What follows belongs to an exercise in optimizing a design on an open flow for a short achievable clock period and few clock cycles; a production flow would make more cautious choices. Where RTL was checked, it was by simulation tests only, not by an equivalence proof against the original. No driver is modelled on the clock port, so clock power and skew are understated where the tree is cut down; a real chip needs a root buffer or a tree. Power is estimated from default activity; no workload was simulated.

== the previous run ==
==> module mem_readout_top_2, before the edit <==
module mem_readout_top_2(
    input clk,
    input reset,
    input wire [2:0] BX,
    input [6:0] clk_cnt,
    input [2:0] BX_pipe,
    input [5:0] number_in1,
    output [5:0] read_add1,
    input [43:0] input_L1L2_1,
    input [5:0] number_in2,
    output [5:0] read_add2,
    input [43:0] input_L1L2_2,
    input [5:0] number_in3,
    output [5:0] read_add3,
    input [43:0] input_L1L2_3,
    input [5:0] number_in4,
    output [5:0] read_add4,
    input [43:0] input_L1L2_4,
    input [5:0] number_in5,
    output [5:0] read_add5,
    input [43:0] input_L3L4_1,
    input [5:0] number_in6,
    output [5:0] read_add6,
    input [43:0] input_L3L4_2,
    input [5:0] number_in7,
    output [5:0] read_add7,
    input [43:0] input_L3L4_3,
    input [5:0] number_in8,
    output [5:0] read_add8,
    input [43:0] input_L3L4_4,
    input [5:0] number_in9,
    output [5:0] read_add9,
    input [43:0] input_L5L6_1,
    input [5:0] number_in10,
    output [5:0] read_add10,
    input [43:0] input_L5L6_2,
    input [5:0] number_in11,
    output [5:0] read_add11,
    input [43:0] input_L5L6_3,
    input [5:0] number_in12,
    output [5:0] read_add12,
    input [43:0] input_L5L6_4,
    output reg [47:0] mem_dat_stream,
    output reg valid,
    output reg send_BX,
    output reg none
);
wire [5:0] num [0:11];
assign num[0] = number_in1;   assign num[1] = number_in2;
assign num[2] = number_in3;   assign num[3] = number_in4;
assign num[4] = number_in5;   assign num[5] = number_in6;
assign num[6] = number_in7;   assign num[7] = number_in8;
assign num[8] = number_in9;   assign num[9] = number_in10;
assign num[10] = number_in11; assign num[11] = number_in12;
wire [43:0] dat [0:11];
assign dat[0] = input_L1L2_1;  assign dat[1] = input_L1L2_2;
assign dat[2] = input_L1L2_3;  assign dat[3] = input_L1L2_4;
assign dat[4] = input_L3L4_1;  assign dat[5] = input_L3L4_2;
assign dat[6] = input_L3L4_3;  assign dat[7] = input_L3L4_4;
assign dat[8] = input_L5L6_1;  assign dat[9] = input_L5L6_2;
assign dat[10] = input_L5L6_3; assign dat[11] = input_L5L6_4;
reg [5:0] addr [0:11];           
assign read_add1 = addr[0];   assign read_add2 = addr[1];
assign read_add3 = addr[2];   assign read_add4 = addr[3];
assign read_add5 = addr[4];   assign read_add6 = addr[5];
assign read_add7 = addr[6];   assign read_add8 = addr[7];
assign read_add9 = addr[8];   assign read_add10 = addr[9];
assign read_add11 = addr[10]; assign read_add12 = addr[11];
function [11:0] lowest;
    input [11:0] m;
    integer j;
    reg seen;
    begin
        seen = 1'b0;
        for (j = 0; j < 12; j = j + 1) begin
            lowest[j] = m[j] & ~seen;
            seen = seen | m[j];
        end
    end
endfunction
function [3:0] code;
    input [11:0] s;
    integer j;
    begin
        code = 4'd0;
        for (j = 0; j < 12; j = j + 1)
            code = code | ({4{s[j]}} & (j[3:0] + 4'd1));
    end
endfunction
reg [11:0] ne;                   
reg [11:0] fst;                  
reg        any;                  
reg [11:0] one, two;             
reg [5:0]  nm2 [0:11];           
wire [11:0] ne_in;
genvar g;
generate
    for (g = 0; g < 12; g = g + 1) begin : g_ne
        assign ne_in[g] = |num[g];
    end
endgenerate
integer n;
always @(posedge clk) begin
    fst <= lowest(ne_in);
    any <= |ne_in;
    for (n = 0; n < 12; n = n + 1) begin
        ne[n]  <= ne_in[n];
        one[n] <= (num[n] == 6'd1);
        two[n] <= (num[n] == 6'd2);
        nm2[n] <= num[n] - 6'd2;
    end
end
reg        first;
reg [11:0] first_m, second_m;
reg [11:0] act;
reg [11:0] last;                 
reg [11:0] succ [0:11];
reg [11:0] nosucc;               
reg        busy;                 
reg        ghost;                
wire [11:0] leave = act & last;
integer i, j;
reg [11:0] act_nxt;
reg [11:0] nosucc_nxt;
always @(*) begin
    for (j = 0; j < 12; j = j + 1) begin
        act_nxt[j] = act[j] & ~last[j];
        for (i = 0; i < j; i = i + 1)
            act_nxt[j] = act_nxt[j] | (leave[i] & succ[i][j]);
    end
end
reg [11:0] succ_nxt [0:11];
reg        seen;
always @(*) begin
    for (i = 0; i < 12; i = i + 1) begin
        seen = 1'b0;
        for (j = 0; j < 12; j = j + 1) begin
            succ_nxt[i][j] = (j > i) & ne[j] & ~seen;
            if (j > i) seen = seen | ne[j];
        end
        nosucc_nxt[i] = ~seen;
    end
end
always @(posedge clk) begin
    first  <= reset;
    ghost  <= first & |(fst & one);
    nosucc <= nosucc_nxt;
    if (first) begin
        act  <= fst;
        busy <= any;
    end else begin
        act  <= act_nxt;
        busy <= busy & ~|(leave & nosucc);
    end
    for (n = 0; n < 12; n = n + 1) begin
        succ[n] <= succ_nxt[n];
        first_m[n]  <= reset & |num[n];
        second_m[n] <= ~reset & first_m[n];
        last[n] <= (first_m[n] & (one[n] | two[n]))
                 | (~first_m[n] & act[n] & (addr[n] == nm2[n]))
                 | (~first_m[n] & ~act[n] & second_m[n] & one[n])
                 | (~first_m[n] & ~act[n] & ~second_m[n] & last[n]);
        if (reset)
            addr[n] <= 6'd0;
        else if (first_m[n])
            addr[n] <= 6'd1;
        else if (act[n])
            addr[n] <= addr[n] + 6'd1;
        else if (second_m[n])
            addr[n] <= 6'd0;
    end
end
reg [11:0] sel;                  
reg [3:0]  sel_code;             
reg [2:0]  hdr_bx;               
reg        dvalid;               
reg [43:0] mux;
integer k;
always @(*) begin
    mux = 44'd0;
    for (k = 0; k < 12; k = k + 1)
        mux = mux | ({44{sel[k]}} & dat[k]);
end
always @(posedge clk) begin
    sel      <= reset ? 12'd0 : first ? fst : act;
    sel_code <= reset ? 4'hF : first ? code(fst) : code(act);
    hdr_bx   <= reset ? BX : 3'd0;
    dvalid   <= ~reset & (first ? any : busy & ~ghost);
    mem_dat_stream <= {sel_code, mux[43:41] | hdr_bx, mux[40:0]};
    valid   <= ~reset & dvalid;
    send_BX <= ~reset & first;
    none    <= ~reset & (first ? ~any : ~busy);
end
endmodule
clock: 3.0 ns
lec_check: 0
abc_clock_period_in_ps: 1300
cap_margin: 20
core_area: 6 6 264 264
die_area: 0 0 270 270
place_density: 0.6
setup_slack_margin: 2.0
slew_margin: 20
standard.sh (not shown) runs the stock make flow with config.mk's settings and CLKGATE_MAP_FILE= SYNTH_SCRIPT=/design/flow/synth_recipe.tcl, a recipe that flattens the netlist after the stock synthesis.
==> flow/flow/run.sh <==
#!/bin/bash
# Standard ORFS layout with four changes:
# - synthesis and the resizer do not use the slow 3- and 4-input OR and
#   4-input NOR cells (added to the platform's don't-use list);
# - the ports get plain buffers that the resizer may size freely (instead
#   of delay cells of a fixed footprint);
# - the output word's pins are kept together on the top edge
#   (flow/pre_io.tcl, hooked in before ORFS's pin placement);
# - the clock tree is built by flow/mytree.tcl, hooked in before ORFS's CTS
#   step.
# Tool output goes to standard.log.
DONT_USE="$(cat flow/dont_use.txt)"
bash standard.sh PRE_CTS_TCL="$PWD/flow/pre_cts.tcl" \
  PRE_IO_PLACEMENT_TCL="$PWD/flow/pre_io.tcl" \
  BUFFER_PORTS_ARGS="-buffer_cell sky130_fd_sc_hd__buf_4" \
  MATCH_CELL_FOOTPRINT=0 DONT_USE_CELLS="$DONT_USE" finish > standard.log 2>&1
Other scripts of this flow, unchanged in this note and not shown: flow/flow/dont_use.txt, flow/flow/mytree.tcl, flow/flow/pre_cts.tcl, flow/flow/pre_io.tcl
#### Input delta (the current run over the previous run)
-- flow/design.v --
<<< the previous run, line 90
endfunction
reg [11:0] ne;                   
reg [11:0] fst;                  
reg        any;                  
reg [11:0] one, two;             
reg [5:0]  nm2 [0:11];           
wire [11:0] ne_in;
genvar g;
generate
    for (g = 0; g < 12; g = g + 1) begin : g_ne
        assign ne_in[g] = |num[g];
    end
endgenerate
integer n;
always @(posedge clk) begin
    fst <= lowest(ne_in);
    any <= |ne_in;
    for (n = 0; n < 12; n = n + 1) begin
        ne[n]  <= ne_in[n];
        one[n] <= (num[n] == 6'd1);
        two[n] <= (num[n] == 6'd2);
>>> the current run, line 90
endfunction
reg [11:0] ne;                   
reg [11:0] one, two;             
reg [5:0]  nm2 [0:11];           
integer n;
always @(posedge clk) begin
    for (n = 0; n < 12; n = n + 1) begin
        ne[n]  <= |num[n];
        one[n] <= (num[n] == 6'd1);
        two[n] <= (num[n] == 6'd2);
<<< the previous run, line 119
reg [11:0] nosucc;               
reg        busy;                 
reg        ghost;                
wire [11:0] leave = act & last;
integer i, j;
>>> the current run, line 108
reg [11:0] nosucc;               
reg        busy;                 
wire [11:0] fst = lowest(ne);
wire [11:0] leave = act & last;
integer i, j;
<<< the previous run, line 145
always @(posedge clk) begin
    first  <= reset;
    ghost  <= first & |(fst & one);
    nosucc <= nosucc_nxt;
    if (first) begin
        act  <= fst;
        busy <= any;
    end else begin
        act  <= act_nxt;
>>> the current run, line 134
always @(posedge clk) begin
    first  <= reset;
    nosucc <= nosucc_nxt;
    if (first) begin
        act  <= fst;
        busy <= |ne;
    end else begin
        act  <= act_nxt;
<<< the previous run, line 158
        first_m[n]  <= reset & |num[n];
        second_m[n] <= ~reset & first_m[n];
        last[n] <= (first_m[n] & (one[n] | two[n]))
                 | (~first_m[n] & act[n] & (addr[n] == nm2[n]))
                 | (~first_m[n] & ~act[n] & second_m[n] & one[n])
                 | (~first_m[n] & ~act[n] & ~second_m[n] & last[n]);
        if (reset)
            addr[n] <= 6'd0;
>>> the current run, line 146
        first_m[n]  <= reset & |num[n];
        second_m[n] <= ~reset & first_m[n];
        if (first_m[n])
            last[n] <= one[n] | two[n];
        else if (act[n])
            last[n] <= (addr[n] == nm2[n]);
        else if (second_m[n])
            last[n] <= one[n];
        if (reset)
            addr[n] <= 6'd0;
<<< the previous run, line 187
    sel_code <= reset ? 4'hF : first ? code(fst) : code(act);
    hdr_bx   <= reset ? BX : 3'd0;
    dvalid   <= ~reset & (first ? any : busy & ~ghost);
    mem_dat_stream <= {sel_code, mux[43:41] | hdr_bx, mux[40:0]};
    valid   <= ~reset & dvalid;
    send_BX <= ~reset & first;
    none    <= ~reset & (first ? ~any : ~busy);
end
endmodule
>>> the current run, line 177
    sel_code <= reset ? 4'hF : first ? code(fst) : code(act);
    hdr_bx   <= reset ? BX : 3'd0;
    dvalid   <= ~reset & (first ? |ne : busy & ~|(act & one & second_m));
    mem_dat_stream <= {sel_code, mux[43:41] | hdr_bx, mux[40:0]};
    valid   <= ~reset & dvalid;
    send_BX <= ~reset & first;
    none    <= ~reset & (first ? ~|ne : ~busy);
end
endmodule
--- outcome ---
No stage failed in the current run, and the final checks on the layout all came back clean.
The current run ends up with a detailed-route via count that is 499 lower than in the previous run.
The current run: actual transition at the worst max-transition pin 0.35 ns below the previous run
Going from the previous run to the current run, the multi-input combinational cell count was found to have gone down by 18.
Sort the previous run and the current run by global routing usage summed across all routing layers asc -> top: the current run
Compared with the previous run, in the current run switching power shrank by 0.28 mW; sequential cell count shrank by 13.
Testbench counts of the current run, summed over its fixed seeds: cycles 29,813.
Function not checked in the previous run: the RTL went through the layout flow alone. No run of this note takes its clock network from TritonCTS; it comes from the design's own scripts or RTL.

## static timing again, ports no longer ideal
The flow's constraints put no driver on any port. The routed layouts listed below were extracted and timed again, unchanged, in two steps.
Step 1, drivers: a clkbuf_16 drives clk and a buf_2 each remaining input, both assumed.
Step 2, shift: input delay + t, output delay - t, t = (earliest + latest rising clock arrival at the registers) / 2. This alone moves slack from input paths to output paths.
Slacks: ideal / step 1 / step 2; pairs: ideal / step 1.
run	t (ns)	setup WS [ns]	slew at the worst register clock pin (ns)	worst slew at a driven data input, ns
the previous run	0.464	1.481 / 1.370 / 1.185	0.10 / 0.10	0.29
the current run	0.463	1.544 / 1.434 / 1.328	0.10 / 0.10	0.27
After both steps every run listed still meets setup and hold. The setup slack of the previous run, which loses most, moves by -0.111 ns with the drivers and by -0.296 ns with both steps.
